This is an optimization exercise on Yosys and OpenROAD, whose aim is small area, not a production implementation. RTL that was checked went through simulation tests only; none was proved equivalent to the original. Only the layout flow was run in run 4; the RTL was not checked for function there. No activity file was given, so power comes from the tool's default toggle rates.

$ cat flow/config.mk
export PLATFORM = sky130hd
export DESIGN_NAME = game_core
export DESIGN_NICKNAME = game_core
export VERILOG_FILES = /design/flow/design.v
export SDC_FILE = /design/flow/constraint.sdc
export NUM_CORES = 8
export LEC_CHECK = 0
export ABC_AREA = 1
export CAP_MARGIN = 0
export CORE_MARGIN = 2
export CORE_UTILIZATION = 60
export PLACE_DENSITY = 0.72
export SLEW_MARGIN = 0
$ cat flow/constraint.sdc
create_clock -name core_clock -period 25.0 [get_ports {Clk}]
set_input_delay 5.0000 -clock core_clock [delete_from_list [all_inputs] [get_ports {Clk}]]
set_output_delay 5.0000 -clock core_clock [all_outputs]
set_load 0.01 [all_outputs]
$ cat flow/design.v
module frameCounter (
    input  logic Clk, Reset,
    input  logic fre,
    output logic changeFrame,
    output logic tick
);
    logic [3:0] a;
    logic       b;
    logic [2:0] c;
    always_ff @(posedge Clk) begin
        if (Reset) begin
            a <= 4'd0;
            b <= 1'b0;
            c <= 3'd0;
            changeFrame <= 1'b0;
        end else if (fre) begin
            changeFrame <= b;
            if (a == 4'd9) begin
                a <= 4'd0;
                b <= ~b;
                if (b) c <= (c == 3'd5) ? 3'd0 : c + 3'd1;
            end else
                a <= a + 4'd1;
        end
    end
    assign tick = (a == 4'd9) & b & (c == 3'd5);
endmodule
module health (
    input  logic       Clk, Reset,
    input  logic       fre, tick, hit_en,
    output logic [2:0] health_out,
    output logic       game_over
);
    always_ff @(posedge Clk) begin
        if (Reset)
            health_out <= 3'd5;
        else if (fre & tick & hit_en & ~game_over)
            health_out <= health_out - 3'd1;
    end
    assign game_over = (health_out == 3'd0);
endmodule
module enemy_health4 (
    input  logic       Clk, Reset,
    input  logic       fre, tick,
    input  logic [3:0] enemy_hit_en, is_enemy_shield,
    output logic [3:0] dead,
    output logic       all_dead
);
    logic [3:0][2:0] h;
    always_ff @(posedge Clk) begin
        for (int i = 0; i < 4; i++) begin
            if (Reset)
                h[i] <= (i == 3) ? 3'd7 : 3'd5;
            else if (fre & tick & enemy_hit_en[i] & ~is_enemy_shield[i] & ~dead[i])
                h[i] <= h[i] - 3'd1;
        end
    end
    always_comb
        for (int i = 0; i < 4; i++) dead[i] = (h[i] == 3'd0);
    assign all_dead = &dead;
endmodule
module platform (
    input  logic [9:0]  DrawX, DrawY,
    input  logic [13:0] left_bound,
    output logic        is_platform
);
    function automatic logic [8:0] top_of(input logic [3:0] k);
        case (k)
            4'd0:  top_of = 9'd300;  4'd1:  top_of = 9'd400;
            4'd2:  top_of = 9'd300;  4'd3:  top_of = 9'd225;
            4'd4:  top_of = 9'd150;  4'd5:  top_of = 9'd180;
            4'd6:  top_of = 9'd280;  4'd7:  top_of = 9'd380;
            4'd8:  top_of = 9'd440;  4'd9:  top_of = 9'd340;
            4'd10: top_of = 9'd380;  4'd11: top_of = 9'd280;
            4'd12: top_of = 9'd220;  4'd13: top_of = 9'd340;
            default: top_of = 9'd440;
        endcase
    endfunction
    function automatic logic [3:0] step_of(input logic [13:0] v);
        step_of = 4'd0;
        if (v >= 14'd400)  step_of = 4'd1;
        if (v >= 14'd500)  step_of = 4'd2;
        if (v >= 14'd750)  step_of = 4'd3;
        if (v >= 14'd870)  step_of = 4'd4;
        if (v >= 14'd910)  step_of = 4'd5;
        if (v >= 14'd1000) step_of = 4'd6;
        if (v >= 14'd1200) step_of = 4'd7;
        if (v >= 14'd1330) step_of = 4'd8;
        if (v >= 14'd1650) step_of = 4'd9;
        if (v >= 14'd2000) step_of = 4'd10;
        if (v >= 14'd2050) step_of = 4'd11;
        if (v >= 14'd2200) step_of = 4'd12;
        if (v >= 14'd2600) step_of = 4'd13;
        if (v >= 14'd3100) step_of = 4'd14;
    endfunction
    logic [13:0] sx;
    assign sx = {4'd0, DrawX} + left_bound;
    assign is_platform = (sx < 14'd4479) && ({1'b0, DrawY} >= {2'b0, top_of(step_of(sx))});
endmodule
module ball4 (
    input  logic        Clk, Reset,
    input  logic        fre,             
    input  logic        game_over,
    input  logic [7:0]  keycode,
    input  logic [10:0] dxp, dxm,        
    input  logic        dxlo,            
    input  logic [10:0] dyp, dym,        
    input  logic        dylo,            
    input  logic [3:0]  near,            
    input  logic [3:0]  enemy_shield,
    output logic        is_ball,
    output logic        is_shield, is_punch,
    output logic [3:0]  is_attack,
    output logic [13:0] player_location, Ball_X, Ball_Y, left_bound,
    output logic        ball_direction,
    output logic        can_move
);
    function automatic logic le14(input logic [13:0] a, input logic [13:0] b);
        logic c;
        c = 1'b1;
        for (int i = 0; i < 14; i++) c = (~a[i] & b[i]) | (~a[i] & c) | (b[i] & c);
        le14 = c;
    endfunction
    function automatic logic [13:0] add14(input logic [13:0] a, input logic [13:0] b, input logic ci);
        logic c;
        c = ci;
        for (int i = 0; i < 14; i++) begin
            add14[i] = a[i] ^ b[i] ^ c;
            c = (a[i] & b[i]) | (c & (a[i] ^ b[i]));
        end
    endfunction
    function automatic logic [13:0] C(input int k);
        case (k)
            0: C = 14'd0;     1: C = 14'd400;   2: C = 14'd500;   3: C = 14'd750;
            4: C = 14'd870;   5: C = 14'd910;   6: C = 14'd1000;  7: C = 14'd1200;
            8: C = 14'd1330;  9: C = 14'd1650;  10: C = 14'd2000; 11: C = 14'd2050;
            12: C = 14'd2200; 13: C = 14'd2600; 14: C = 14'd3100; default: C = 14'd4479;
        endcase
    endfunction
    function automatic logic [8:0] TOPK(input int k);
        case (k)
            0: TOPK = 9'd300;  1: TOPK = 9'd400;  2: TOPK = 9'd300;  3: TOPK = 9'd225;
            4: TOPK = 9'd150;  5: TOPK = 9'd180;  6: TOPK = 9'd280;  7: TOPK = 9'd380;
            8: TOPK = 9'd440;  9: TOPK = 9'd340;  10: TOPK = 9'd380; 11: TOPK = 9'd280;
            12: TOPK = 9'd220; 13: TOPK = 9'd340; default: TOPK = 9'd440;
        endcase
    endfunction
    function automatic logic [8:0] BOTK(input int k);
        case (k)
            0: BOTK = 9'd350;  1: BOTK = 9'd450;  2: BOTK = 9'd350;  3: BOTK = 9'd275;
            4: BOTK = 9'd200;  5: BOTK = 9'd230;  6: BOTK = 9'd330;  7: BOTK = 9'd430;
            8: BOTK = 9'd479;  9: BOTK = 9'd390;  10: BOTK = 9'd430; 11: BOTK = 9'd330;
            12: BOTK = 9'd370; 13: BOTK = 9'd390; default: BOTK = 9'd479;
        endcase
    endfunction
    logic [13:0] X, P, LB;
    logic [8:0]  Y;
    logic        f;                      
    logic [3:0]  top_i, tl_i, tr_i;      
    logic        dir, shield, attack;
    logic [3:0]  hit;
    logic [13:0] X_n, P_n, LB_n;
    logic [8:0]  Y_n;
    logic        f_n;
    logic [3:0]  top_n, tl_n, tr_n;
    logic        dir_n, shield_n, attack_n;
    logic [3:0]  hit_n;
    always_ff @(posedge Clk) begin
        if (Reset) begin
            X <= 14'd320; P <= 14'd320; LB <= 14'd0; Y <= 9'd270; f <= 1'b0;
            top_i <= 4'd0; tl_i <= 4'd0; tr_i <= 4'd0;
            dir <= 1'b1; shield <= 1'b0; attack <= 1'b0; hit <= 4'b0;
        end else begin
            X <= X_n; P <= P_n; LB <= LB_n; Y <= Y_n; f <= f_n;
            top_i <= top_n; tl_i <= tl_n; tr_i <= tr_n;
            dir <= dir_n; shield <= shield_n; attack <= attack_n; hit <= hit_n;
        end
    end
    logic fe, kl, kr, kj, ks, ka;
    assign fe = fre & ~game_over;
    assign kl = (keycode == 8'd4);
    assign kr = (keycode == 8'd7);
    assign kj = (keycode == 8'd26);
    assign ks = (keycode == 8'd22);
    assign ka = (keycode == 8'd44);
    logic [14:0] below, landing;     
    logic [14:0] yb;                 
    always_comb
        for (int k = 0; k < 15; k++) begin
            below[k]   = ~le14(14'(TOPK(k) - 9'd31), 14'(Y));
            landing[k] = ~le14(14'(Y), 14'(TOPK(k) - 9'd37));
            yb[k]      = ~le14(14'(Y), 14'(TOPK(k) - 9'd30)) & ~le14(14'(BOTK(k) + 9'd30), 14'(Y));
        end
    logic [8:0] tv;
    assign tv = TOPK(int'(top_i));
    logic [3:0]  sP;
    always_comb begin
        sP = 4'd0;
        for (int k = 1; k < 16; k++)
            if (le14(C(k), P)) sP = 4'(k);
    end
    logic [13:0] cs, cn, gap;
    logic [10:0] d, e;                   
    always_comb begin
        cs = 14'd0; cn = 14'd0;
        for (int k = 0; k < 16; k++)
            if (sP == 4'(k)) begin cs = C(k); cn = C(k + 1); end
        gap = cn - cs;
    end
    assign d = 11'(add14(P, ~cs, 1'b1));
    assign e = 11'(add14(gap, ~{3'd0, d}, 1'b1));
    logic collL, collR;
    logic [2:0] dl, er;
    always_comb begin
        collL = (sP >= 4'd1) && (sP <= 4'd14) && le14(14'd20, 14'(d)) && le14(14'(d), 14'd26) && yb[sP - 4'd1];
        collR = (sP <= 4'd13) && le14(14'd21, 14'(e)) && le14(14'(e), 14'd26) && yb[sP + 4'd1];
        dl = d[2:0] - 3'd4;              
        er = e[2:0] - 3'd5;              
    end
    logic lb0, lbnear, rbend, c3, d2, d3;
    assign lb0    = (LB == 14'd0);
    assign lbnear = le14(LB, 14'd6) || le14(14'd8198, LB);
    assign rbend  = f ? (LB == 14'd3839) : (LB == 14'd3840);
    assign c3     = rbend && ~le14(P, 14'd4160);
    assign d2     = f ? (le14(14'd3833, LB) && le14(LB, 14'd15737)) : (le14(14'd3834, LB) && le14(LB, 14'd15738));
    assign d3     = lb0 && ~le14(14'd320, P);
    logic p4166, p315;
    assign p4166 = ~le14(14'd4166, P);   
    assign p315  = le14(14'd315, P);     
    always_comb begin
        can_move = 1'b0;
        if (fe) begin
            if (kl) begin
                if (lb0) can_move = 1'b1;
                else if (lbnear) can_move = 1'b0;
                else if (c3) can_move = ~(~collL && p4166);
            end
            if (kr) begin
                if (rbend) can_move = 1'b1;
                else if (d2) can_move = 1'b0;
                else if (d3) can_move = ~(~collR && p315);
            end
        end
    end
    logic [3:0] w;
    logic       lb_add, lb_set0, lb_setR;
    always_comb begin
        w = 4'd0; lb_add = 1'b0; lb_set0 = 1'b0; lb_setR = 1'b0;
        if (kl) begin
            if (lb0) ;
            else if (lbnear) lb_set0 = ~collL;
            else if (c3) begin
                lb_add = ~collL && p4166;
                w = {1'b0, P[2:0]} - 4'd6;
            end else begin
                lb_add = 1'b1;
                w = collL ? 4'd1 - {1'b0, dl} : -4'sd6;
            end
        end
        if (kr) begin
            if (rbend) ;
            else if (d2) lb_setR = ~collR;
            else if (d3) begin
                lb_add = ~collR && p315;
                w = P[3:0] - 4'd10;
            end else begin
                lb_add = 1'b1;
                w = collR ? {1'b0, er} : 4'd6;
            end
        end
    end
    logic xle21, xre;
    assign xle21 = le14(X, 14'd21);
    assign xre   = le14(14'd618, X) && le14(X, 14'd16363);
    logic [5:0]  xa;                     
    logic [13:0] xs, ps, pm;             
    always_comb begin
        if (kl) xa = collL ? -6'sd21 - {3'd0, dl} : -6'sd6;
        else    xa = collR ? 6'd20 + {3'd0, er} : 6'd6;
    end
    assign xs = add14(X, {{8{xa[5]}}, xa}, 1'b0);
    assign ps = add14(P, kl ? -14'sd6 : 14'd6, 1'b0);
    assign pm = {ps[13:8] - 6'd15, ps[7:0]};
    always_comb begin
        X_n = X; P_n = P; LB_n = LB; Y_n = Y; f_n = f;
        top_n = top_i; tl_n = tl_i; tr_n = tr_i;
        dir_n = dir; shield_n = shield; attack_n = attack; hit_n = hit;
        if (fe) begin
            shield_n = ks;
            attack_n = ka;
            hit_n = near & ~enemy_shield & {4{attack}};
            if (kj) begin
                if (~below[top_i])
                    Y_n = (Y <= 9'd200) ? 9'd30 : Y - 9'd200;
                else
                    Y_n = Y + 9'd6;
            end else if (landing[top_i])
                Y_n = tv - 9'd31;
            else if (below[top_i] && below[tl_i] && below[tr_i])
                Y_n = Y + 9'd6;
            if (kl | kr) begin
                dir_n = kr;
                if (can_move) begin
                    if (kl ? (~collL && xle21) : (~collR && xre))
                        X_n = kl ? 14'd20 : 14'd619;
                    else
                        X_n = xs;
                end else if (kl ? (lbnear && !lb0 && !collL) : (d2 && !rbend && !collR))
                    X_n = kl ? ps : pm;
                else
                    X_n = 14'd320;
                if (kl ? collL : collR)
                    P_n = kl ? cs + 14'd21 : cn - 14'd21;
                else if (can_move && (kl ? xle21 : xre))
                    P_n = kl ? 14'd20 : 14'd4453;
                else
                    P_n = ps;
                if (lb_set0) begin LB_n = 14'd0; f_n = 1'b0; end
                if (lb_setR) begin LB_n = 14'd3839; f_n = 1'b1; end
                if (lb_add) LB_n = add14(LB, {{10{w[3]}}, w}, 1'b0);
                if (sP != 4'd15) top_n = sP;
                if (le14(14'd15, P) && ~le14(14'd4494, P))
                    tl_n = (sP == 4'd15) ? 4'd14 : (sP != 4'd0 && d < 11'd15) ? sP - 4'd1 : sP;
                if (~le14(14'd4464, P))
                    tr_n = (e <= 11'd15) ? sP + 4'd1 : sP;
                else if (le14(14'd16369, P))
                    tr_n = 4'd0;
            end
        end
    end
    assign is_ball = le14(X, 14'(dxp)) && (dxlo || le14(14'(dxm), X)) &&
                     le14(14'(Y), 14'(dyp)) && (dylo || le14(14'(dym), 14'(Y)));
    assign player_location = P;
    assign Ball_X          = X;
    assign Ball_Y          = {5'd0, Y};
    assign left_bound      = LB;
    assign ball_direction  = dir;
    assign is_shield       = shield;
    assign is_punch        = attack;
    assign is_attack       = {4{attack & ~game_over}} & (fe ? (near & ~enemy_shield) : hit);
endmodule
module enemy4 (
    input  logic        Clk, Reset,
    input  logic        fre,
    input  logic [10:0] dxp, dxm,        
    input  logic        dxlo,            
    input  logic [10:0] dyp, dym,        
    input  logic        dylo,            
    input  logic [7:0]  keycode,
    input  logic [13:0] Ball_X,
    input  logic        can_move,
    input  logic [13:0] player_location,
    input  logic        hit_en,
    input  logic [3:0]  dead,
    output logic [3:0]  is_enemy, is_enemy_shield, is_enemy_attack, direction, near,
    output logic [55:0] enemy_location, Enemy_X, Enemy_Y
);
    function automatic logic [14:0] add15(input logic [14:0] a, input logic [14:0] b, input logic ci);
        logic c;
        c = ci;
        for (int i = 0; i < 15; i++) begin
            add15[i] = a[i] ^ b[i] ^ c;
            c = (a[i] & b[i]) | (c & (a[i] ^ b[i]));
        end
    endfunction
    logic [13:0] P;
    assign P = player_location;
    logic kany, k4, k7;
    assign kany = (keycode == 8'd0) || (keycode == 8'd22) || (keycode == 8'd44) || (keycode == 8'd26);
    assign k4 = (keycode == 8'd4);
    assign k7 = (keycode == 8'd7);
    logic plo20, phi20;
    assign plo20 = (player_location < 14'd20);
    assign phi20 = (player_location >= 14'd16364);
    for (genvar i = 0; i < 4; i++) begin : g
        enemy_unit #(.IDX(i)) u (
            .Clk(Clk), .Reset(Reset), .fre(fre),
            .dxp(dxp), .dxm(dxm), .dxlo(dxlo), .dyp(dyp), .dym(dym), .dylo(dylo),
            .P(P), .BX(Ball_X),
            .cmL(can_move | k7 | kany), .cmR(can_move | k4 | kany),
            .plo20(plo20), .phi20(phi20), .hit_en(hit_en), .dead(dead[i]),
            .is_enemy(is_enemy[i]), .shield(is_enemy_shield[i]), .attack_hit(is_enemy_attack[i]),
            .dir(direction[i]), .near(near[i]),
            .L(enemy_location[14*i +: 14]), .X(Enemy_X[14*i +: 14]), .Y(Enemy_Y[14*i +: 14])
        );
    end
endmodule
module enemy_unit #(parameter int IDX = 0) (
    input  logic        Clk, Reset, fre,
    input  logic [10:0] dxp, dxm,
    input  logic        dxlo,
    input  logic [10:0] dyp, dym,
    input  logic        dylo,
    input  logic [13:0] P, BX,
    input  logic        cmL, cmR,
    input  logic        plo20, phi20,
    input  logic        hit_en, dead,
    output logic        is_enemy, shield, attack_hit, dir, near,
    output logic [13:0] L, X, Y
);
    localparam int B0 = (IDX == 0) ? 20  : (IDX == 1) ? 1023 : (IDX == 2) ? 2220 : 3121;
    localparam int B1 = (IDX == 0) ? 375 : (IDX == 1) ? 1627 : (IDX == 2) ? 2800 : 4453;
    localparam int LS = (IDX == 0) ? 120 : (IDX == 1) ? 1500 : (IDX == 2) ? 2400 : 3800;
    localparam int LW = (IDX == 0) ? 9 : (IDX == 1) ? 11 : (IDX == 2) ? 12 : 13;
    function automatic logic le15(input logic [14:0] a, input logic [14:0] b);
        logic c;
        c = 1'b1;
        for (int i = 0; i < 15; i++) c = (~a[i] & b[i]) | (~a[i] & c) | (b[i] & c);
        le15 = c;
    endfunction
    function automatic logic [14:0] add15(input logic [14:0] a, input logic [14:0] b, input logic ci);
        logic c;
        c = ci;
        for (int i = 0; i < 15; i++) begin
            add15[i] = a[i] ^ b[i] ^ c;
            c = (a[i] & b[i]) | (c & (a[i] ^ b[i]));
        end
    endfunction
    function automatic logic [13:0] add14(input logic [13:0] a, input logic [13:0] b, input logic ci);
        logic c;
        c = ci;
        for (int i = 0; i < 14; i++) begin
            add14[i] = a[i] ^ b[i] ^ c;
            c = (a[i] & b[i]) | (c & (a[i] ^ b[i]));
        end
    endfunction
    function automatic logic [4:0] ytest(input logic [8:0] y, input int tv);
        ytest[4] = ~le15(15'(tv - 1), 15'(y));
        ytest[3] = ~le15(15'(tv - 2), 15'(y));
        ytest[2] = ~le15(15'(y), 15'(tv - 31));
        ytest[1] = ~le15(15'(y), 15'(tv - 37));
        ytest[0] = le15(15'(tv - 31), 15'(y));
    endfunction
    logic [LW-1:0] l, l_n;
    logic [13:0]   x, x_n;
    logic [8:0]    y, y_n;
    logic          m, m_n;               
    logic [1:0]    t, t_n;               
    logic          nm, nm_n;             
    logic          sh, at, ht, dr, sh_n, at_n, ht_n, dr_n;
    logic [1:0]    lm3, lm3_n;           
    always_ff @(posedge Clk) begin
        if (Reset) begin
            l <= LW'(LS); x <= 14'(LS); y <= 9'd449; m <= 1'b0; t <= 2'd0;
            nm <= 1'b0; sh <= 1'b0; at <= 1'b0; ht <= 1'b0; dr <= (IDX == 0);
            lm3 <= 2'(LS % 3);
        end else if (fre) begin
            lm3 <= lm3_n;
            l <= l_n; x <= x_n; y <= y_n; m <= m_n; t <= t_n;
            nm <= nm_n; sh <= sh_n; at <= at_n; ht <= ht_n; dr <= dr_n;
        end
    end
    logic [8:0] tv;
    logic [4:0] yt;
    always_comb begin
        tv = 9'd300; yt = ytest(y, 300);
        if (IDX == 1) begin
            tv = (t == 2'd1) ? 9'd280 : (t == 2'd2) ? 9'd380 : (t == 2'd3) ? 9'd440 : 9'd300;
            yt = (t == 2'd1) ? ytest(y, 280) : (t == 2'd2) ? ytest(y, 380) : (t == 2'd3) ? ytest(y, 440) : ytest(y, 300);
        end
        if (IDX == 2) begin
            tv = (t == 2'd1) ? 9'd220 : (t == 2'd2) ? 9'd340 : 9'd300;
            yt = (t == 2'd1) ? ytest(y, 220) : (t == 2'd2) ? ytest(y, 340) : ytest(y, 300);
        end
        if (IDX == 3) begin
            tv = t[0] ? 9'd440 : 9'd300;
            yt = t[0] ? ytest(y, 440) : ytest(y, 300);
        end
    end
    always_comb begin
        t_n = t;
        if (IDX == 1) t_n = (l < 11'd1200) ? 2'd1 : (l < 11'd1330) ? 2'd2 : 2'd3;
        if (IDX == 2) begin
            if (l >= 12'd2201 && l <= 12'd2598) t_n = 2'd1;
            if (l >= 12'd2601 && l <= 12'd3098) t_n = 2'd2;
        end
        if (IDX == 3) t_n = 2'd1;
    end
    logic ml, mr, az, in320, in340;
    logic [14:0] D;                      
    assign D = add15(15'(l), ~{1'b0, P}, 1'b1);
    if (IDX == 0) begin : g0
        logic ln20, ln30, plo30, phi30;
        assign ln20  = (l < 9'd20);
        assign ln30  = (l < 9'd30);
        assign plo30 = (P < 14'd30);
        assign phi30 = (P >= 14'd16354);
        function automatic logic ge(input logic signed [14:0] d, input int c, input int n);
            if (n >= 1) ge = 1'b0;
            else if (n <= -2) ge = 1'b1;
            else if (n == 0) ge = (d >= $signed(15'(c)));
            else ge = (d >= $signed(15'(c - 16384)));
        endfunction
        int wp20p, wp20m, wp30p, wp30m, wl20, wl30;
        always_comb begin
            wp20p = phi20 ? 1 : 0;  wp20m = plo20 ? -1 : 0;
            wp30p = phi30 ? 1 : 0;  wp30m = plo30 ? -1 : 0;
            wl20  = ln20 ? -1 : 0;  wl30  = ln30 ? -1 : 0;
        end
        logic le_p20_l20, ge_p20_lm20, le_m20_l20, ge_m20_lm20;
        logic le_p30_l30, ge_p30_lm30, le_m30_l30, ge_m30_lm30;
        always_comb begin
            le_p20_l20  = ge(D, 0, -wp20p);                   
            ge_p20_lm20 = ~ge(D, 41, wl20 - wp20p);           
            le_m20_l20  = ge(D, -40, -wp20m);                 
            ge_m20_lm20 = ~ge(D, 1, wl20 - wp20m);            
            le_p30_l30  = ge(D, 0, -wp30p);
            ge_p30_lm30 = ~ge(D, 61, wl30 - wp30p);
            le_m30_l30  = ge(D, -60, -wp30m);
            ge_m30_lm30 = ~ge(D, 1, wl30 - wp30m);
            ml = ~ge_p20_lm20;                                
            mr = ~le_m20_l20;                                 
            az = ge_p20_lm20 | le_m20_l20;
            near = ((le_p20_l20 & ge_p20_lm20) | (le_m20_l20 & ge_m20_lm20)) &
                   ((le_p30_l30 & ge_p30_lm30) | (le_m30_l30 & ge_m30_lm30));
            in320 = (D[13:0] <= 14'd320);
            in340 = (D[13:0] >= 14'd16044) && (D[13:0] <= 14'd16364);
        end
    end else begin : g1
        logic c_gt, c_lt;
        assign c_gt  = ~D[14] & ~le15(D, 15'd40);             
        assign c_lt  = D[14] & ~le15(15'h7FD8, D);            
        assign ml    = phi20 | c_gt;
        assign mr    = plo20 | c_lt;
        assign az    = ~(plo20 | phi20);
        assign near  = ~c_gt & ~c_lt;
        assign in320 = ~phi20 & ~D[14] & le15(D, 15'd320);           
        assign in340 = ~plo20 & D[14] & le15(15'h7EAC, D);           
    end
    logic [13:0] q;
    logic        jw, cw;
    assign q = 14'(l) - 14'd20;
    always_comb begin
        jw = 1'b0; cw = 1'b0;
        if (IDX == 1) begin
            jw = (q >= 1000 && q <= 1006) || (q >= 1200 && q <= 1206) || (q >= 1330 && q <= 1336);
            cw = (q >= 1000 && q <= 1004 && y > 150 && y < 260) ||
                 (q >= 1200 && q <= 1204 && y > 250 && y < 360) ||
                 (q >= 1330 && q <= 1334 && y > 350 && y < 460);
        end
        if (IDX == 2) begin
            jw = (q >= 2200 && q <= 2206) || (q >= 2600 && q <= 2606);
            cw = (q >= 2200 && q <= 2204 && y > 250 && y < 360) ||
                 (q >= 2600 && q <= 2604 && y > 190 && y < 400);
        end
        if (IDX == 3) begin
            jw = (q >= 3100 && q <= 3106);
            cw = (q >= 3100 && q <= 3104 && y > 310 && y < 420);
        end
    end
    logic s1, s2;                        
    assign s1 = nm & (lm3 == 2'd2);
    assign s2 = nm & (lm3 == 2'd0);
    logic [1:0]  la;                     
    logic        selk2;                  
    logic        xc;                     
    logic [13:0] xcv;
    logic [8:0]  ya;                     
    logic        yc;                     
    logic [8:0]  ycv;
    always_comb begin
        la = 2'd0; selk2 = 1'b0; xc = 1'b0; xcv = 14'd0;
        dr_n = dr;
        nm_n = 1'b1;
        m_n = (IDX == 0) ? yt[4] : yt[3];
        ya = m ? 9'd6 : 9'd0; yc = 1'b0; ycv = tv - 9'd31;
        if (m ? yt[1] : yt[2]) begin     
            m_n = 1'b0;
            yc = 1'b1;
        end
        if (y <= (m ? 9'd37 : 9'd31)) m_n = 1'b1;
        if (ml) begin
            dr_n = 1'b0;
            nm_n = 1'b0;
            if (l >= LW'(B0)) begin
                if (IDX == 0 && cmL && P <= 14'd319 && l <= LW'(21)) begin
                    xc = 1'b1; xcv = 14'd20; la = 2'd3;
                end else begin
                    la = 2'd1;
                    if (!(cmL && !cw)) begin
                        if (in320) selk2 = 1'b1;
                        else begin xc = 1'b1; xcv = 14'd662; end
                    end
                end
                if (jw) begin
                    if (yt[0]) begin
                        if (y <= 9'd200) begin yc = 1'b1; ycv = 9'd30; end
                        else begin yc = 1'b0; ya = -9'sd200; end
                    end else begin
                        yc = 1'b0; ya = 9'd6;
                    end
                end
            end
        end
        if (mr) begin
            dr_n = 1'b1;
            nm_n = 1'b0;
            xc = 1'b0; selk2 = 1'b0;
            if (l <= LW'(B1)) begin
                la = 2'd2;
                if (!cmR) begin
                    if (in340) selk2 = 1'b1;
                    else begin xc = 1'b1; xcv = 14'd15745; end
                end
            end else
                la = 2'd0;
        end
    end
    logic [13:0] xsum;
    assign xsum = add14(selk2 ? 14'd320 : BX, D[13:0], 1'b0);
    always_comb begin
        case (la)
            2'd1:    begin l_n = l - LW'(4); lm3_n = (lm3 == 2'd0) ? 2'd2 : lm3 - 2'd1; end
            2'd2:    begin l_n = l + LW'(4); lm3_n = (lm3 == 2'd2) ? 2'd0 : lm3 + 2'd1; end
            2'd3:    begin l_n = LW'(20);    lm3_n = 2'd2; end
            default: begin l_n = l;          lm3_n = lm3; end
        endcase
        x_n = x;
        if (ml | mr) x_n = xc ? xcv : xsum;
        y_n = yc ? ycv : y + ya;
    end
    assign sh_n = az & s1;
    assign at_n = az & s2;
    assign ht_n = near & hit_en & at & ~dead & (l >= LW'(B0)) & (l <= LW'(B1));
    assign is_enemy = le15({1'b0, x}, 15'(dxp)) && (dxlo || le15(15'(dxm), {1'b0, x})) &&
                      le15(15'(y), 15'(dyp)) && (dylo || le15(15'(dym), 15'(y))) && ~dead;
    assign shield     = sh;
    assign attack_hit = at & ht;
    assign dir        = dr;
    assign L          = 14'(l);
    assign X          = x;
    assign Y          = {5'd0, y};
endmodule
module game_core (
    input  logic        Clk,
    input  logic        Reset,           
    input  logic        frame_clk,       
    input  logic [7:0]  keycode,
    input  logic [9:0]  DrawX,
    input  logic [9:0]  DrawY,
    output logic        is_ball,
    output logic [3:0]  is_enemy,
    output logic        is_platform,
    output logic        is_shield,
    output logic        is_punch,
    output logic [3:0]  is_attack,
    output logic [13:0] player_location,
    output logic [13:0] Ball_X,
    output logic [13:0] Ball_Y,
    output logic        ball_direction,
    output logic [55:0] enemy_loc,
    output logic [55:0] Enemy_X,
    output logic [55:0] Enemy_Y,
    output logic [3:0]  enemy_direction,
    output logic [3:0]  is_enemy_shield,
    output logic [3:0]  is_enemy_attack,
    output logic [2:0]  health_out,
    output logic        game_over,
    output logic [3:0]  dead,
    output logic        all_dead,
    output logic        changeFrame,
    output logic [13:0] left_bound
);
    logic frame_clk_delayed, fre;
    always_ff @(posedge Clk) begin
        frame_clk_delayed <= frame_clk;
        fre <= frame_clk & ~frame_clk_delayed;
    end
    logic       tick, can_move;
    logic [3:0] near;
    logic [10:0] dxp, dxm, dyp, dym;
    logic        dxlo, dylo;
    assign dxp  = {1'b0, DrawX} + 11'd20;
    assign dxm  = {1'b0, DrawX} - 11'd20;
    assign dxlo = (DrawX < 10'd20);
    assign dyp  = {1'b0, DrawY} + 11'd30;
    assign dym  = {1'b0, DrawY} - 11'd30;
    assign dylo = (DrawY < 10'd30);
    frameCounter frame_count (
        .Clk(Clk), .Reset(Reset), .fre(fre), .changeFrame(changeFrame), .tick(tick)
    );
    ball4 ball_instance (
        .Clk(Clk), .Reset(Reset), .fre(fre), .game_over(game_over), .keycode(keycode),
        .dxp(dxp), .dxm(dxm), .dxlo(dxlo), .dyp(dyp), .dym(dym), .dylo(dylo), .near(near), .enemy_shield(is_enemy_shield),
        .is_ball(is_ball), .is_shield(is_shield), .is_punch(is_punch), .is_attack(is_attack),
        .player_location(player_location), .Ball_X(Ball_X), .Ball_Y(Ball_Y),
        .left_bound(left_bound), .ball_direction(ball_direction), .can_move(can_move)
    );
    enemy4 enemy (
        .Clk(Clk), .Reset(Reset), .fre(fre), .dxp(dxp), .dxm(dxm), .dxlo(dxlo), .dyp(dyp), .dym(dym), .dylo(dylo),
        .keycode(keycode), .Ball_X(Ball_X), .can_move(can_move), .player_location(player_location),
        .hit_en(~is_shield), .dead(dead), .is_enemy(is_enemy), .is_enemy_shield(is_enemy_shield),
        .is_enemy_attack(is_enemy_attack), .direction(enemy_direction), .near(near),
        .enemy_location(enemy_loc), .Enemy_X(Enemy_X), .Enemy_Y(Enemy_Y)
    );
    platform plat (
        .DrawX(DrawX), .DrawY(DrawY), .left_bound(left_bound), .is_platform(is_platform)
    );
    health player_health (
        .Clk(Clk), .Reset(Reset), .fre(fre), .tick(tick), .hit_en(|is_enemy_attack),
        .health_out(health_out), .game_over(game_over)
    );
    enemy_health4 enemy_health (
        .Clk(Clk), .Reset(Reset), .fre(fre), .tick(tick), .enemy_hit_en(is_attack),
        .is_enemy_shield(is_enemy_shield), .dead(dead), .all_dead(all_dead)
    );
endmodule
$ cat flow/flow/run.sh
#!/bin/bash
# Own layout flow: the standard synthesis; then the combinational logic of
# the synthesized netlist is re-mapped for area with ABC (flip-flops are kept
# as they are: same instances, names and cells; several ABC random seeds are
# tried in parallel and the smallest netlist is kept); then the standard
# layout from floorplan to the final layout, with the smallest buffer on each
# port.  Each tool's output goes to a log file of its own in this folder.
set -euo pipefail
here=$(pwd)
flowdir=$here/flow
results=$here/orfs/results/${FLOW_PLATFORM}/game_core/base
lib=$FLOW_HOME/platforms/${FLOW_PLATFORM}/lib/sky130_fd_sc_hd__tt_025C_1v80.lib
yosys_bin=$FLOW_HOME/../tools/install/yosys/bin/yosys
[ -x "$yosys_bin" ] || yosys_bin=yosys
seeds="1 2 3 4 5 6"
dstime=150

# 1. standard synthesis
bash standard.sh synth > $here/log_1_synth.txt 2>&1

# 2. area re-mapping of the combinational logic
cp $results/1_2_yosys.v $here/remap_in.v
du=""
for c in $(cat $flowdir/dontuse.txt); do du="$du -dont_use $c"; done
printf 'set_driving_cell sky130_fd_sc_hd__buf_1\nset_load 5\n' > $here/remap_abc.constr
for s in $seeds; do
  sed "s/@SEED@/$s/; s/@TIME@/$dstime/" $flowdir/remap.abc > $here/remap_$s.abc
  cat > $here/remap_$s.ys <<EOY
read_liberty -ignore_miss_func $lib
blackbox $(tr '\n' ' ' < $flowdir/seqcells.txt) sky130_fd_sc_hd__conb_1
read_verilog $here/remap_in.v
hierarchy -top $FLOW_TOP
rename -hide c:_*
flatten
opt_clean -purge
abc -liberty $lib $du -script $here/remap_$s.abc -constr $here/remap_abc.constr
opt_clean -purge
hilomap -singleton -hicell sky130_fd_sc_hd__conb_1 HI -locell sky130_fd_sc_hd__conb_1 LO
splitnets
opt_clean -purge
insbuf -buf sky130_fd_sc_hd__buf_4 A X
opt_clean -purge
tee -o $here/remap_stat_$s.txt stat -liberty $lib
write_verilog -noattr -noexpr -nohex -nodec $here/remap_out_$s.v
EOY
  $yosys_bin -s $here/remap_$s.ys > $here/log_2_remap_$s.txt 2>&1 &
done
wait
best=""; bestarea=""
for s in $seeds; do
  a=$(sed -n "s/.*Chip area for module.*: \([0-9.]*\).*/\1/p" $here/remap_stat_$s.txt 2>/dev/null | head -1)
  [ -n "$a" ] || continue
  if [ -z "$best" ] || awk "BEGIN{exit !($a < $bestarea)}"; then best=$s; bestarea=$a; fi
done
echo "remap: seed $best area $bestarea" > $here/log_2_remap_choice.txt
[ -n "$best" ]
cp $here/remap_out_$best.v $results/1_2_yosys.v
touch $results/1_2_yosys.v

# 3. standard layout from the re-mapped netlist
bash standard.sh BUFFER_PORTS_ARGS="-buffer_cell sky130_fd_sc_hd__buf_1" finish > $here/log_3_layout.txt 2>&1
$ cat flow/flow/dontuse.txt
sky130_fd_sc_hd__probe_p_8 sky130_fd_sc_hd__probec_p_8 sky130_fd_sc_hd__lpflow_bleeder_1 sky130_fd_sc_hd__lpflow_clkbufkapwr_1 sky130_fd_sc_hd__lpflow_clkbufkapwr_16 sky130_fd_sc_hd__lpflow_clkbufkapwr_2 sky130_fd_sc_hd__lpflow_clkbufkapwr_4 sky130_fd_sc_hd__lpflow_clkbufkapwr_8 sky130_fd_sc_hd__lpflow_clkinvkapwr_1 sky130_fd_sc_hd__lpflow_clkinvkapwr_16 sky130_fd_sc_hd__lpflow_clkinvkapwr_2 sky130_fd_sc_hd__lpflow_clkinvkapwr_4 sky130_fd_sc_hd__lpflow_clkinvkapwr_8 sky130_fd_sc_hd__lpflow_decapkapwr_12 sky130_fd_sc_hd__lpflow_decapkapwr_3 sky130_fd_sc_hd__lpflow_decapkapwr_4 sky130_fd_sc_hd__lpflow_decapkapwr_6 sky130_fd_sc_hd__lpflow_decapkapwr_8 sky130_fd_sc_hd__lpflow_inputiso0n_1 sky130_fd_sc_hd__lpflow_inputiso0p_1 sky130_fd_sc_hd__lpflow_inputiso1n_1 sky130_fd_sc_hd__lpflow_inputiso1p_1 sky130_fd_sc_hd__lpflow_inputisolatch_1 sky130_fd_sc_hd__lpflow_isobufsrc_1 sky130_fd_sc_hd__lpflow_isobufsrc_16 sky130_fd_sc_hd__lpflow_isobufsrc_2 sky130_fd_sc_hd__lpflow_isobufsrc_4 sky130_fd_sc_hd__lpflow_isobufsrc_8 sky130_fd_sc_hd__lpflow_isobufsrckapwr_16 sky130_fd_sc_hd__lpflow_lsbuf_lh_hl_isowell_tap_1 sky130_fd_sc_hd__lpflow_lsbuf_lh_hl_isowell_tap_2 sky130_fd_sc_hd__lpflow_lsbuf_lh_hl_isowell_tap_4 sky130_fd_sc_hd__lpflow_lsbuf_lh_isowell_4 sky130_fd_sc_hd__lpflow_lsbuf_lh_isowell_tap_1 sky130_fd_sc_hd__lpflow_lsbuf_lh_isowell_tap_2 sky130_fd_sc_hd__lpflow_lsbuf_lh_isowell_tap_4
$ cat flow/flow/remap.abc
strash
dc2
&get -n
&deepsyn -T @TIME@ -S @SEED@
&put
dch -f
amap -F 10 -A 20
topo
stime -c
$ cat flow/flow/seqcells.txt
sky130_fd_sc_hd__dfbbn_1
sky130_fd_sc_hd__dfbbn_2
sky130_fd_sc_hd__dfbbp_1
sky130_fd_sc_hd__dfrbp_1
sky130_fd_sc_hd__dfrbp_2
sky130_fd_sc_hd__dfrtn_1
sky130_fd_sc_hd__dfrtp_1
sky130_fd_sc_hd__dfrtp_2
sky130_fd_sc_hd__dfrtp_4
sky130_fd_sc_hd__dfsbp_1
sky130_fd_sc_hd__dfsbp_2
sky130_fd_sc_hd__dfstp_1
sky130_fd_sc_hd__dfstp_2
sky130_fd_sc_hd__dfstp_4
sky130_fd_sc_hd__dfxbp_1
sky130_fd_sc_hd__dfxbp_2
sky130_fd_sc_hd__dfxtp_1
sky130_fd_sc_hd__dfxtp_2
sky130_fd_sc_hd__dfxtp_4
sky130_fd_sc_hd__dlclkp_1
sky130_fd_sc_hd__dlclkp_2
sky130_fd_sc_hd__dlclkp_4
sky130_fd_sc_hd__dlrbn_1
sky130_fd_sc_hd__dlrbn_2
sky130_fd_sc_hd__dlrbp_1
sky130_fd_sc_hd__dlrbp_2
sky130_fd_sc_hd__dlrtn_1
sky130_fd_sc_hd__dlrtn_2
sky130_fd_sc_hd__dlrtn_4
sky130_fd_sc_hd__dlrtp_1
sky130_fd_sc_hd__dlrtp_2
sky130_fd_sc_hd__dlrtp_4
sky130_fd_sc_hd__dlxbn_1
sky130_fd_sc_hd__dlxbn_2
sky130_fd_sc_hd__dlxbp_1
sky130_fd_sc_hd__dlxtn_1
sky130_fd_sc_hd__dlxtn_2
sky130_fd_sc_hd__dlxtn_4
sky130_fd_sc_hd__dlxtp_1
sky130_fd_sc_hd__edfxbp_1
sky130_fd_sc_hd__edfxtp_1
sky130_fd_sc_hd__lpflow_inputisolatch_1
sky130_fd_sc_hd__sdfbbn_1
sky130_fd_sc_hd__sdfbbn_2
sky130_fd_sc_hd__sdfbbp_1
sky130_fd_sc_hd__sdfrbp_1
sky130_fd_sc_hd__sdfrbp_2
sky130_fd_sc_hd__sdfrtn_1
sky130_fd_sc_hd__sdfrtp_1
sky130_fd_sc_hd__sdfrtp_2
sky130_fd_sc_hd__sdfrtp_4
sky130_fd_sc_hd__sdfsbp_1
sky130_fd_sc_hd__sdfsbp_2
sky130_fd_sc_hd__sdfstp_1
sky130_fd_sc_hd__sdfstp_2
sky130_fd_sc_hd__sdfstp_4
sky130_fd_sc_hd__sdfxbp_1
sky130_fd_sc_hd__sdfxbp_2
sky130_fd_sc_hd__sdfxtp_1
sky130_fd_sc_hd__sdfxtp_2
sky130_fd_sc_hd__sdfxtp_4
sky130_fd_sc_hd__sdlclkp_1
sky130_fd_sc_hd__sdlclkp_2
sky130_fd_sc_hd__sdlclkp_4
sky130_fd_sc_hd__sedfxbp_1
sky130_fd_sc_hd__sedfxbp_2
sky130_fd_sc_hd__sedfxtp_1
sky130_fd_sc_hd__sedfxtp_2
sky130_fd_sc_hd__sedfxtp_4
$ cat flow/standard.sh
#!/bin/bash
# synth_recipe.tcl (not shown) runs the flow's synth.tcl, then flattens the netlist and writes it again
# the make line also repeats each setting of config.mk as NAME=value (left out here)
make -C /OpenROAD-flow-scripts/flow DESIGN_CONFIG=/design/flow/config.mk WORK_HOME=/design/flow/orfs CLKGATE_MAP_FILE= SYNTH_SCRIPT=/design/flow/synth_recipe.tcl "${@:-finish}"
==> impl_metrics.toml, run 1 <==
[timing]
skew_ns = 0.0352
whs_ns = 0.408
hold_violations = 0
rsz0062_at_grt = "no"
tns_ns = 0
drv_slew = 8
min_period_over_period_pct = 70.4
relSlewSlack_pct = -1.70
fmax_mhz = 56.8
worst_slew_pin_slew_ns = 1.51
layout_min_cycle_time_ns = 17.60
setup_violations = 0
timing.final.ws_setup_ns = 7.40

[setup_path]
rrSetupSlack_ns = 10.68
rr_startpoint = "ball_instance.P[11]"
crit_top_cell = "a21oi_1"
required_ns = 20.00
critical_path_class = "in2out"
cp_max_fo = 10
reg2reg_to = "ball_instance.X[8]"
worstPathArrival_ns = 12.60
crit_buf_inv = 4
crit_family = "compound AO/OA/AOI/OAI gates"
start_kind = "primary input"
cp-end-kind = "output port"
cpPeakStageDelay_ns = 0.72
r2r_cells = 45
slowest_stage = "o31ai_1"

[hold_path]
hold_path.startpoint = "frame_clk_delayed"
worstHoldEndpoint = "fre"
holdPathStages = 1
holdCritPathClass = "reg2reg"

[clocking]
clk_latency_ns = 0.63
post_cts.repair.setup_buffers = 0
clk_pin_slew_ns = 0.06
clk_path_buf_depth = 3
cts_resized = 0
cts_hold_buffers = 0
clockRootBuffer = "clkbuf_16"
cts_buffers = 31
cts_tree = "yes"
cts.sinks = 272
htreeDepth = 1

[logic_synthesis]
synth_warnings = 10
syn_area_um2 = 22800
avgSynthCellArea_um2 = 6.29
netlist_instances = 3624

[route]
wl_met1_um = 38100
dr_wl_met3_um = 19000
highest_layer = "met5"
wl_um = 109000
vias = 32000
dr.first_iter.drc_count = 5788
drtPass1Iterations = 14
drc_errors = 0
wire_per_inst_um = 24.6
detail-route-antenna-nets = 0
vias_per_cell = 7.19
met2_length_um = 42300

[layout]
multi_input_area_um2 = 14900
final_nets = 3940
fin_cells = 4448
seq_area_um2 = 5450
area_growth_pct = 11.2
layout-drive-gt1-share_pct = 2.39
final.fill_count = 3419

[placed_design]
hpwl_um = 82700
dp_cells = 4387
routabilityCongestion = 1.20
port_buffers = 245
dpl_worst_slack_ns = 8.11

[power]
intPower_uw = 802
irDropWorstVdd_mv = 0.0601
seqPwrFrac_pct = 39.8
netSwitchingFraction_pct = 32.3
power.density_nw_per_um2 = 46.8
clkPwrFrac_pct = 42.6
combPwrFrac_pct = 17.6
power_switching_uw = 383
leakagePower_nw = 8.40

[status]
outcome = "failed layout checks"
check.faults = "capacitance limit, slew limit"

[grt]
track_usage_pct = 53.0
grt_pass1_wl_um = 162000
grt_pass1_vias = 28500
grt_overflow = 0
grt_max_degree = 80
antenna_found_initial = 2

[die]
coreArea_um2 = 37500
die_w_um = 199
fp.dieH_um = 199
ios = 290
dieArea_um2 = 39500
start_util_pct = 60.8
placementRows = 71

[job]
cap_violations = 1
worst max path at each step:
stage / from / end / slack (ns) / depth (start not counted)
after floorplan: DrawX[1] / is_platform / 9.91 / 37
after global placement: DrawX[1] / is_platform / 8.35 / 39
after detailed placement: DrawX[1] / is_platform / 8.11 / 39
after CTS: DrawX[1] / is_platform / 8.07 / 39
after global routing: DrawX[1] / is_platform / 6.76 / 39
final: DrawX[2] / is_platform / 7.40 / 37
area by class of cell:
cell class	count	share of cell area (%)
inverter	528	7.82
multi-input combinational	2789	58.9
antenna	4	0.0395
tap	511	2.52
sequential	272	21.5
clock buffer	42	3.38
timing repair buffer	287	4.89
clock inverter	15	0.938
flip-flops by register name (all words and copies together) (netlist names), 5 cells and up:
signal,flops
enemy.g.u.lm3,8
ball_instance.X,14
ball_instance.Y,9
ball_instance.tv,9
enemy.g.u.l,37
enemy.g.u.y,36
ball_instance.LB,14
enemy_health.h,12
enemy.g.u.x,56
enemy.g.u.t,5
ball_instance.P,14
per-layer routing:
layer  up-vias  track usage, %
met1     14300            67.2
met5         -           0.894
li1      13800               -
met3       747            18.0
met4         2            37.2
met2      3152            74.7
power groups by stage:
| stage | sequential [mW] | combinational, mW | clock (mW) |
|---|---|---|---|
| floorplan | 0.475 | 0.133 | 0 |
| global placement | 0.478 | 0.190 | 0 |
| detailed placement | 0.479 | 0.194 | 0 |
| CTS | 0.469 | 0.196 | 0.498 |
| global route | 0.472 | 0.223 | 0.514 |
| finish | 0.472 | 0.209 | 0.505 |
worst register-to-register path, delay by kind of cell, from the launching register on:
kind / cells / cell delay [ns]
simple gates: 11 / 2.75
flops: 1 / 0.88
buf+inv: 9 / 3.30
compound gates: 25 / 7.26
stage by stage:
step                cell area [µm²]  utilization, %  total power [mW]
floorplan                     22900               -             0.608
global placement              24200            64.6             0.668
detailed placement            24200            64.6             0.673
CTS                           25300            67.6              1.16
global route                  25300            67.6              1.21
finish                        25300            67.6              1.19
layout by cell type (no fill, tap or decap), types with 23 or more instances in the layout:
cell type / instances
or2_0: 34
dfxtp_1: 272
nor2b_1: 25
o211ai_1: 34
a211oi_1: 37
clkbuf_16: 31
buf_1: 244
a21oi_1: 341
o32ai_1: 30
nor3_1: 125
nor2_1: 683
nand2_1: 245
a31oi_1: 70
a22oi_1: 47
nor4_1: 34
or3_1: 23
o22ai_1: 175
clkinv_1: 527
o21a_1: 46
o21ai_0: 406
o221ai_1: 87
nand3_1: 48
conb_1: 46
buf_4: 42
==> run 2: changes to the inputs <==
--- a/flow/config.mk
+++ b/flow/config.mk
@@ -8,6 +8,7 @@
 export ABC_AREA = 1
-export CAP_MARGIN = 0
+export CAP_MARGIN = 20
 export CORE_MARGIN = 2
 export CORE_UTILIZATION = 60
+export CTS_BUF_LIST = sky130_fd_sc_hd__clkbuf_4 sky130_fd_sc_hd__clkbuf_8
 export PLACE_DENSITY = 0.72
-export SLEW_MARGIN = 0
+export SLEW_MARGIN = 20
==> impl_metrics.toml, run 2 <==
[status]
outcome = "no timing/DRC/antenna violations"

[logic_synthesis]
netlist_instances = 3624
avgSynthCellArea_um2 = 6.29
syn_area_um2 = 22800
synth_warnings = 10

[setup_path]
slowest_stage = "o31ai_1"
r2r_cells = 54
critical_path_class = "in2out"
crit_buf_inv = 4
worstPathArrival_ns = 12.60
start_kind = "primary input"
crit_family = "compound AO/OA/AOI/OAI gates"
required_ns = 20.00
cpPeakStageDelay_ns = 0.72
cp-end-kind = "output port"
crit_top_cell = "a21oi_1"
cp_num_cells = 37
cp_max_fo = 10

[clocking]
clk_latency_ns = 0.68
post_cts.repair.setup_buffers = 0
clockRootBuffer = "clkbuf_8"
cts_resized = 0
cts.sinks = 272
cts_tree = "yes"
htreeDepth = 2
clk_pin_slew_ns = 0.06
cts_buffers = 49
cts_hold_buffers = 0
clk_path_buf_depth = 3

[layout]
seq_area_um2 = 5450
final_cell_mix = "nor2_1 (683), clkinv_1 (527), o21ai_0 (406)"
area_growth_pct = 11.2
final_common_cell = "nor2_1"
multi_input_area_um2 = 14900
regMostFlops = "enemy.g.u.x"
layout-drive-gt1-share_pct = 3.31
largest_reg_flops = 56
final_nets = 3960
reg_top3 = "enemy.g.u.x x56, enemy.g.u.l x37, enemy.g.u.y x36"
final.fill_count = 3450

[timing]
hold_violations = 0
relSlewSlack_pct = 19.2
setup_violations = 0
whs_ns = 0.412
min_period_over_period_pct = 70.4
skew_ns = 0.0365
tns_ns = 0
drv_slew = 0
fmax_mhz = 56.8
timing.final.ws_setup_ns = 7.40
rsz0062_at_grt = "no"
worst_slew_pin_slew_ns = 1.20
layout_min_cycle_time_ns = 17.60

[power]
leakagePower_nw = 8.45
clkPwrFrac_pct = 41.4
power.density_nw_per_um2 = 45.8
power_switching_uw = 384
irDropWorstVdd_mv = 0.0501
seqPwrFrac_pct = 40.6
intPower_uw = 777
netSwitchingFraction_pct = 33.1
combPwrFrac_pct = 18.0
power_mw = 1.16

[route]
detail-route-antenna-nets = 0
drtPass1Iterations = 21
dr.first_iter.drc_count = 6055
drc_errors = 0
vias = 32100
vias_per_cell = 7.17
wire_per_inst_um = 24.6
wl_um = 110000

[die]
die_w_um = 199
dieArea_um2 = 39500
placementRows = 71
fp.dieH_um = 199
ios = 290
coreArea_um2 = 37500
start_util_pct = 60.8

[placed_design]
port_buffers = 245
routabilityCongestion = 1.20
hpwl_um = 82700
dpl_worst_slack_ns = 8.06

[hold_path]
holdPathStages = 1
holdCritPathClass = "reg2reg"

[grt]
grt_max_degree = 80
grt_pass1_wl_um = 163000
grt_overflow = 0
antenna_found_initial = 2
track_usage_pct = 53.3
grt_pass1_vias = 28600

[job]
cap_violations = 0
==> run 2: layout make-up <==
class	count	share of cell area, %
inverter	528	7.83
clock buffer	74	3.65
timing repair buffer	289	4.93
multi-input combinational	2789	58.9
clock inverter	11	0.593
antenna	3	0.0296
tap	511	2.52
sequential	272	21.5
==> run 2: metal layers <==
layer,share of wire (%),track usage [%]
met5,0,0
met4,9.1,37.6
met3,18,20.3
met2,39,75.6
met1,34,66.0
==> run 2: worst paths after layout <==
path / startpoint / endpoint / slack (ns)
min reg2reg: frame_clk_delayed / fre / 0.41
max: DrawX[2] / is_platform / 7.40
min: frame_clk_delayed / fre / 0.41
max reg2reg: ball_instance.P[7] / ball_instance.X[8] / 10.67
==> run 2: metrics by stage <==
step	cells	instance area, µm²	util, %
detailed placement	4389	24200	64.7
floorplan	3668	22900	-
finish	4477	25300	67.6
global placement	4387	24200	64.6
global route	4474	25300	67.5
CTS	4474	25300	67.5
==> run 2: power by group through the flow <==
stage | logic, mW | clock network, mW | registers (mW)
finish | 0.209 | 0.480 | 0.472
global route | 0.222 | 0.492 | 0.472
CTS | 0.196 | 0.475 | 0.469
detailed placement | 0.195 | 0 | 0.479
global placement | 0.190 | 0 | 0.478
floorplan | 0.133 | 0 | 0.475
==> run 3: changes to the inputs <==
--- a/flow/config.mk
+++ b/flow/config.mk
@@ -10,5 +10,4 @@
 export CORE_MARGIN = 2
-export CORE_UTILIZATION = 60
-export CTS_BUF_LIST = sky130_fd_sc_hd__clkbuf_4 sky130_fd_sc_hd__clkbuf_8
-export PLACE_DENSITY = 0.72
+export CORE_UTILIZATION = 45
+export PLACE_DENSITY = 0.6
 export SLEW_MARGIN = 20
==> impl_metrics.toml, run 3 <==
[timing]
layout_min_cycle_time_ns = 17.18
rsz0062_at_grt = "no"
drv_slew = 0
timing.final.ws_setup_ns = 7.82
setup_violations = 0
tns_ns = 0
hold_violations = 0
skew_ns = 0.0384
relSlewSlack_pct = 19.2
fmax_mhz = 58.2
min_period_over_period_pct = 68.7
worst_slew_pin_slew_ns = 1.20

[route]
detail-route-antenna-nets = 0
drc_errors = 0
vias = 30200
dr.first_iter.drc_count = 4184
drtPass1Iterations = 10
wl_um = 114000
vias_per_cell = 6.50
wire_per_inst_um = 24.6

[setup_path]
cpPeakStageDelay_ns = 0.72
reg2reg_to = "ball_instance.X[8]"
crit_family = "compound AO/OA/AOI/OAI gates"
cp_max_fo = 8
crit_buf_inv = 4
r2r_cells = 53
rr_startpoint = "ball_instance.P[13]"
crit_top_cell = "a21oi_1"
slowest_stage = "o31ai_1"
rrSetupSlack_ns = 11.15
worstPathArrival_ns = 12.18
start_kind = "primary input"
required_ns = 20.00
cp-end-kind = "output port"
critical_path_class = "in2out"

[logic_synthesis]
synth_warnings = 10
netlist_instances = 3624
syn_area_um2 = 22800
avgSynthCellArea_um2 = 6.29

[layout]
finalCoreUtilization_pct = 51.6
final.fill_count = 5415
design_area_um2 = 25800
largest_reg_flops = 56
reg_top3 = "enemy.g.u.x x56, enemy.g.u.l x37, enemy.g.u.y x36"
area_growth_pct = 13.4
final_cell_mix = "nor2_1 (682), clkinv_1 (527), o21ai_0 (407)"
layout-drive-gt1-share_pct = 3.20
regMostFlops = "enemy.g.u.x"
final_nets = 3970
final_common_cell = "nor2_1"

[die]
start_util_pct = 45.5
placementRows = 82
fp.dieH_um = 229
ios = 290
coreArea_um2 = 50100
dieArea_um2 = 52400
die_w_um = 229

[clocking]
cts_resized = 0
htreeDepth = 2
clk_latency_ns = 0.59
cts_tree = "yes"
cts_hold_buffers = 0
post_cts.repair.setup_buffers = 0
clk_pin_slew_ns = 0.06
clk_path_buf_depth = 3
cts.sinks = 272
cts_buffers = 35
clockRootBuffer = "clkbuf_16"

[grt]
grt_pass1_wl_um = 169000
grt_pass1_vias = 26800
grt_overflow = 0
grt_max_degree = 46
antenna_found_initial = 4
track_usage_pct = 41.7

[status]
outcome = "no timing/DRC/antenna violations"

[hold_path]
worstHoldEndpoint = "fre"
holdPathStages = 1
holdCritPathClass = "reg2reg"
hold_path.startpoint = "frame_clk_delayed"

[placed_design]
post_dp_cell_area_um2 = 24600
port_buffers = 245
hpwl_um = 88100
dpl_worst_slack_ns = 8.12
routabilityCongestion = 1.06

[power]
irDropWorstVdd_mv = 0.0431
power_mw = 1.22
leakagePower_nw = 8.58
power.density_nw_per_um2 = 47.4

[job]
cap_violations = 0
==> run 3: stage by stage <==
stage | cells | hold WS (ns)
3_3_place_gp | 4574 | 0.372
3_5_place_dp | 4574 | 0.374
4_1_cts | 4636 | 0.383
2_1_floorplan | 3668 | 0.367
6_report | 4638 | 0.383
5_1_grt | 4636 | 0.401
==> run 3: metal layers <==
metal	global-route usage (%)	share of wire, %	vias up	routed length (µm)
met3	10.2	12	455	13700
li1	-	-	13900	-
met2	62.4	41	1923	47200
met5	0	0.024	-	28
met1	55.1	40	13800	45500
met4	22.8	6.9	4	7850
==> run 3: layout make-up <==
class	instances	area, µm²	share of cell area (%)
clock inverter	11	173	0.668
antenna	2	5.00	0.0194
multi-input combinational	2789	14900	57.8
inverter	528	1980	7.67
clock buffer	51	1040	4.01
sequential	272	5450	21.1
timing repair buffer	313	1430	5.55
tap	672	841	3.25
==> run 3: power breakdown <==
group | internal (mW) | switching (mW) | leakage, nW
registers | 0.447 | 0.0249 | 2.21
logic | 0.0631 | 0.145 | 5.78
clock network | 0.321 | 0.224 | 0.591
total | 0.831 | 0.393 | 8.58
==> run 3: worst max-delay path by stage <==
stage	end	slack, ns	start	cells past startpoint
floorplan	is_platform	9.91	DrawX[1]	37
detailed placement	is_platform	8.12	DrawX[2]	37
global placement	is_platform	7.94	DrawX[2]	37
global route	is_platform	7.00	DrawX[1]	39
finish	is_platform	7.82	DrawX[1]	39
CTS	is_platform	8.09	DrawX[1]	39
==> run 4: changes to the inputs <==
--- a/flow/design.v
+++ b/flow/design.v
@@ -66,34 +66,42 @@
 );
-    function automatic logic [8:0] top_of(input logic [3:0] k);
+    function automatic logic [13:0] C(input int k);
         case (k)
-            4'd0:  top_of = 9'd300;  4'd1:  top_of = 9'd400;
-            4'd2:  top_of = 9'd300;  4'd3:  top_of = 9'd225;
-            4'd4:  top_of = 9'd150;  4'd5:  top_of = 9'd180;
-            4'd6:  top_of = 9'd280;  4'd7:  top_of = 9'd380;
-            4'd8:  top_of = 9'd440;  4'd9:  top_of = 9'd340;
-            4'd10: top_of = 9'd380;  4'd11: top_of = 9'd280;
-            4'd12: top_of = 9'd220;  4'd13: top_of = 9'd340;
-            default: top_of = 9'd440;
+            0: C = 14'd0;     1: C = 14'd400;   2: C = 14'd500;   3: C = 14'd750;
+            4: C = 14'd870;   5: C = 14'd910;   6: C = 14'd1000;  7: C = 14'd1200;
+            8: C = 14'd1330;  9: C = 14'd1650;  10: C = 14'd2000; 11: C = 14'd2050;
+            12: C = 14'd2200; 13: C = 14'd2600; 14: C = 14'd3100; default: C = 14'd4479;
         endcase
     endfunction
-    function automatic logic [3:0] step_of(input logic [13:0] v);
-        step_of = 4'd0;
-        if (v >= 14'd400)  step_of = 4'd1;
-        if (v >= 14'd500)  step_of = 4'd2;
-        if (v >= 14'd750)  step_of = 4'd3;
-        if (v >= 14'd870)  step_of = 4'd4;
-        if (v >= 14'd910)  step_of = 4'd5;
-        if (v >= 14'd1000) step_of = 4'd6;
-        if (v >= 14'd1200) step_of = 4'd7;
-        if (v >= 14'd1330) step_of = 4'd8;
-        if (v >= 14'd1650) step_of = 4'd9;
-        if (v >= 14'd2000) step_of = 4'd10;
-        if (v >= 14'd2050) step_of = 4'd11;
-        if (v >= 14'd2200) step_of = 4'd12;
-        if (v >= 14'd2600) step_of = 4'd13;
-        if (v >= 14'd3100) step_of = 4'd14;
+    function automatic logic [9:0] TOPK(input int k);
+        case (k)
+            0: TOPK = 10'd300;  1: TOPK = 10'd400;  2: TOPK = 10'd300;  3: TOPK = 10'd225;
+            4: TOPK = 10'd150;  5: TOPK = 10'd180;  6: TOPK = 10'd280;  7: TOPK = 10'd380;
+            8: TOPK = 10'd440;  9: TOPK = 10'd340;  10: TOPK = 10'd380; 11: TOPK = 10'd280;
+            12: TOPK = 10'd220; 13: TOPK = 10'd340; default: TOPK = 10'd440;
+        endcase
+    endfunction
+    function automatic logic ge14(input logic [13:0] a, input logic [13:0] b);
+        logic c;
+        c = 1'b1;
+        for (int i = 0; i < 14; i++) c = (a[i] & ~b[i]) | (a[i] & c) | (~b[i] & c);
+        ge14 = c;
     endfunction
     logic [13:0] sx;
-    assign sx = {4'd0, DrawX} + left_bound;
-    assign is_platform = (sx < 14'd4479) && ({1'b0, DrawY} >= {2'b0, top_of(step_of(sx))});
+    always_comb begin
+        logic c;
+        c = 1'b0;
+        for (int i = 0; i < 14; i++) begin
+            logic a;
+            a = (i < 10) ? DrawX[i] : 1'b0;
+            sx[i] = a ^ left_bound[i] ^ c;
+            c = (a & left_bound[i]) | (c & (a ^ left_bound[i]));
+        end
+    end
+    logic [15:0] past;
+    always_comb begin
+        for (int k = 0; k < 16; k++) past[k] = ge14(sx, C(k));
+        is_platform = 1'b0;
+        for (int k = 0; k < 15; k++)
+            if (past[k] && !past[k+1] && ge14(14'(DrawY), 14'(TOPK(k)))) is_platform = 1'b1;
+    end
 endmodule
@@ -195,2 +203,7 @@
     assign tv = TOPK(int'(top_i));
+    logic [8:0] land_y;                 
+    always_comb begin
+        land_y = 9'd0;
+        for (int k = 0; k < 16; k++) if (top_i == 4'(k)) land_y = TOPK(k) - 9'd31;
+    end
     logic [3:0]  sP;
@@ -201,9 +214,11 @@
     end
-    logic [13:0] cs, cn, gap;
+    logic [13:0] cs, cn, gap, plw, prw;    
     logic [10:0] d, e;                   
     always_comb begin
-        cs = 14'd0; cn = 14'd0;
+        cs = 14'd0; cn = 14'd0; gap = 14'd0; plw = 14'd0; prw = 14'd0;
         for (int k = 0; k < 16; k++)
-            if (sP == 4'(k)) begin cs = C(k); cn = C(k + 1); end
-        gap = cn - cs;
+            if (sP == 4'(k)) begin
+                cs = C(k); cn = C(k + 1); gap = C(k + 1) - C(k);
+                plw = C(k) + 14'd21; prw = C(k + 1) - 14'd21;
+            end
     end
@@ -297,3 +312,3 @@
             end else if (landing[top_i])
-                Y_n = tv - 9'd31;
+                Y_n = land_y;
             else if (below[top_i] && below[tl_i] && below[tr_i])
@@ -312,3 +327,3 @@
                 if (kl ? collL : collR)
-                    P_n = kl ? cs + 14'd21 : cn - 14'd21;
+                    P_n = kl ? plw : prw;
                 else if (can_move && (kl ? xle21 : xre))
@@ -469,2 +484,9 @@
     end
+    logic [8:0] land_y;                  
+    always_comb begin
+        land_y = 9'd269;
+        if (IDX == 1) land_y = (t == 2'd1) ? 9'd249 : (t == 2'd2) ? 9'd349 : (t == 2'd3) ? 9'd409 : 9'd269;
+        if (IDX == 2) land_y = (t == 2'd1) ? 9'd189 : (t == 2'd2) ? 9'd309 : 9'd269;
+        if (IDX == 3) land_y = t[0] ? 9'd409 : 9'd269;
+    end
     always_comb begin
@@ -529,5 +551,3 @@
     end
-    logic [13:0] q;
-    logic        jw, cw;
-    assign q = 14'(l) - 14'd20;
+    logic jw, cw;
     always_comb begin
@@ -535,15 +555,15 @@
         if (IDX == 1) begin
-            jw = (q >= 1000 && q <= 1006) || (q >= 1200 && q <= 1206) || (q >= 1330 && q <= 1336);
-            cw = (q >= 1000 && q <= 1004 && y > 150 && y < 260) ||
-                 (q >= 1200 && q <= 1204 && y > 250 && y < 360) ||
-                 (q >= 1330 && q <= 1334 && y > 350 && y < 460);
+            jw = (l >= 1020 && l <= 1026) || (l >= 1220 && l <= 1226) || (l >= 1350 && l <= 1356);
+            cw = (l >= 1020 && l <= 1024 && y > 150 && y < 260) ||
+                 (l >= 1220 && l <= 1224 && y > 250 && y < 360) ||
+                 (l >= 1350 && l <= 1354 && y > 350 && y < 460);
         end
         if (IDX == 2) begin
-            jw = (q >= 2200 && q <= 2206) || (q >= 2600 && q <= 2606);
-            cw = (q >= 2200 && q <= 2204 && y > 250 && y < 360) ||
-                 (q >= 2600 && q <= 2604 && y > 190 && y < 400);
+            jw = (l >= 2220 && l <= 2226) || (l >= 2620 && l <= 2626);
+            cw = (l >= 2220 && l <= 2224 && y > 250 && y < 360) ||
+                 (l >= 2620 && l <= 2624 && y > 190 && y < 400);
         end
         if (IDX == 3) begin
-            jw = (q >= 3100 && q <= 3106);
-            cw = (q >= 3100 && q <= 3104 && y > 310 && y < 420);
+            jw = (l >= 3120 && l <= 3126);
+            cw = (l >= 3120 && l <= 3124 && y > 310 && y < 420);
         end
@@ -565,3 +585,3 @@
         m_n = (IDX == 0) ? yt[4] : yt[3];
-        ya = m ? 9'd6 : 9'd0; yc = 1'b0; ycv = tv - 9'd31;
+        ya = m ? 9'd6 : 9'd0; yc = 1'b0; ycv = land_y;
         if (m ? yt[1] : yt[2]) begin     
@@ -570,3 +590,3 @@
         end
-        if (y <= (m ? 9'd37 : 9'd31)) m_n = 1'b1;
+        if (m ? (y <= 9'd37) : (y <= 9'd31)) m_n = 1'b1;
         if (ml) begin
==> impl_metrics.toml, run 4 <==
[die]
dieArea_um2 = 51300
start_util_pct = 45.6
fp.dieH_um = 226
placementRows = 81
coreArea_um2 = 48800
ios = 290
die_w_um = 226

[grt]
track_usage_pct = 40.3
grt_max_degree = 58
grt_overflow = 0
grt_pass1_wl_um = 158000
grt_pass1_vias = 25800
antenna_found_initial = 1

[timing]
min_period_over_period_pct = 61.5
fmax_mhz = 65.1
rsz0062_at_grt = "no"
timing.final.ws_setup_ns = 9.63
relSlewSlack_pct = 20.1
hold_violations = 0
whs_ns = 0.391
drv_slew = 0
skew_ns = 0.0240
worst_slew_pin_slew_ns = 1.19
tns_ns = 0
layout_min_cycle_time_ns = 15.37
setup_violations = 0

[layout]
multi_input_area_um2 = 14700
final_common_cell = "nor2_1"
area_growth_pct = 13.2
layout-drive-gt1-share_pct = 2.98
regMostFlops = "enemy.g.u.x"
largest_reg_flops = 56
final.fill_count = 5276
reg_top3 = "enemy.g.u.x x56, enemy.g.u.l x37, enemy.g.u.y x36"
final_cell_mix = "nor2_1 (633), clkinv_1 (491), o21ai_0 (387)"
seq_area_um2 = 5270
final_nets = 3827
diodes = 0

[clocking]
cts.sinks = 263
cts_tree = "yes"
htreeDepth = 2
cts_hold_buffers = 0
cts_resized = 0
clk_latency_ns = 0.58
clk_path_buf_depth = 3
cts_buffers = 35
post_cts.repair.setup_buffers = 0
clockRootBuffer = "clkbuf_16"
clk_pin_slew_ns = 0.06

[route]
dr_wl_met3_um = 11800
wl_met1_um = 42500
dr.first_iter.drc_count = 3733
detail-route-antenna-nets = 0
met2_length_um = 46100
highest_layer = "met5"
vias = 29000
drtPass1Iterations = 8
vias_per_cell = 6.47
wire_per_inst_um = 23.9
drc_errors = 0
wl_um = 107000

[setup_path]
critical_path_class = "in2out"
required_ns = 20.00
cp-end-kind = "output port"
worstPathArrival_ns = 10.37
cpPeakStageDelay_ns = 0.52
start_kind = "primary input"
slowest_stage = "or4_1"
crit_top_cell = "a21oi_1"
cp_max_fo = 13

[placed_design]
port_buffers = 245
hpwl_um = 83300
routabilityCongestion = 1.02
dpl_worst_slack_ns = 9.74

[logic_synthesis]
avgSynthCellArea_um2 = 6.36
synth_warnings = 10
netlist_instances = 3502
syn_area_um2 = 22300

[job]
cap_violations = 0

[power]
leakagePower_nw = 8.22
irDropWorstVdd_mv = 0.0488
power.density_nw_per_um2 = 50.1

[status]
outcome = "no timing/DRC/antenna violations"

[hold_path]
holdCritPathClass = "reg2reg"
[run 4: cell count changes in the layout (fill, tap and decap cells not counted), sizes merged, moves of 13 or more]
| cell | before | now |
|---|---|---|
| buf | 312 | 296 |
| o22ai | 175 | 189 |
| clkinv | 534 | 496 |
| nand3 | 48 | 63 |
| a22oi | 47 | 34 |
| o21ai | 407 | 389 |
| o221ai | 87 | 100 |
| nor2 | 683 | 635 |
| a211oi | 37 | 55 |
| a31oi | 70 | 51 |
[run 4: worst paths after layout]
path	start	end	slack (ns)	cells after the start
setup reg to reg	ball_instance.P[8]	ball_instance.X[13]	12.31	48
hold reg to reg	frame_clk_delayed	fre	0.39	1
hold / removal	frame_clk_delayed	fre	0.39	1
setup / recovery	DrawX[1]	is_platform	9.63	31
[run 4: layout make-up]
class / instances / share of cell area [%]
Tap cell: 664 / 3.30
Timing Repair Buffer: 297 / 5.22
Clock buffer: 48 / 3.99
Clock inverter: 13 / 0.879
Inverter: 492 / 7.33
Multi-Input combinational cell: 2707 / 58.4
Sequential cell: 263 / 20.9
[run 4: through the flow]
stage          instances  instance area (µm²)  utilization (%)  power [mW]
6_report            4484                25200             51.6        1.26
2_1_floorplan       3545                22400                -       0.622
3_5_place_dp        4423                24000             49.0       0.710
5_1_grt             4484                25200             51.6        1.31
3_3_place_gp        4423                24000             49.0       0.711
4_1_cts             4484                25200             51.5        1.26
[run 4: per-layer routing]
layer | vias up | GRT usage [%]
li1 | 13600 | -
met5 | - | 0
met1 | 13300 | 51.5
met4 | 2 | 21.2
met3 | 377 | 9.38
met2 | 1758 | 63.1
[run 4: critical path, delay by kind of cell]
| kind | cells | cell delay [ns] |
|---|---|---|
| AOI/OAI and AO/OA | 19 | 3.12 |
| buffers and inverters | 4 | 0.86 |
| and+or+nand+nor | 8 | 1.38 |
[run 4: where the power goes]
part | switching, mW | internal (mW)
Sequential | 0.0303 | 0.434
Clock | 0.225 | 0.326
Combinational | 0.174 | 0.0732
Total | 0.429 | 0.833

-- separate check: timing with driven ports --
How much do the figures lean on ideal ports? The routed layouts below were timed once more, with nothing changed but the port constraints.
Step 1 sets driving cells, clkbuf_16 on the clock port and buf_2 on the other inputs (assumed; they add their load-dependent delay and slew).
Step 2 also shifts input and output timing later by t, the mid clock arrival at the registers, as if the neighbouring blocks saw the same clock.
Three values: ideal, step 1, step 2; two values: the first two.
| run | t, ns | setup slack, ns |
|---|---|---|
| run 1 | 0.674 | 7.398 / 7.373 / 7.373 |
| run 2 | 0.718 | 7.401 / 7.373 / 7.373 |
| run 3 | 0.632 | 7.816 / 7.761 / 7.761 |
| run 4 | 0.635 | 9.630 / 9.603 / 9.603 |
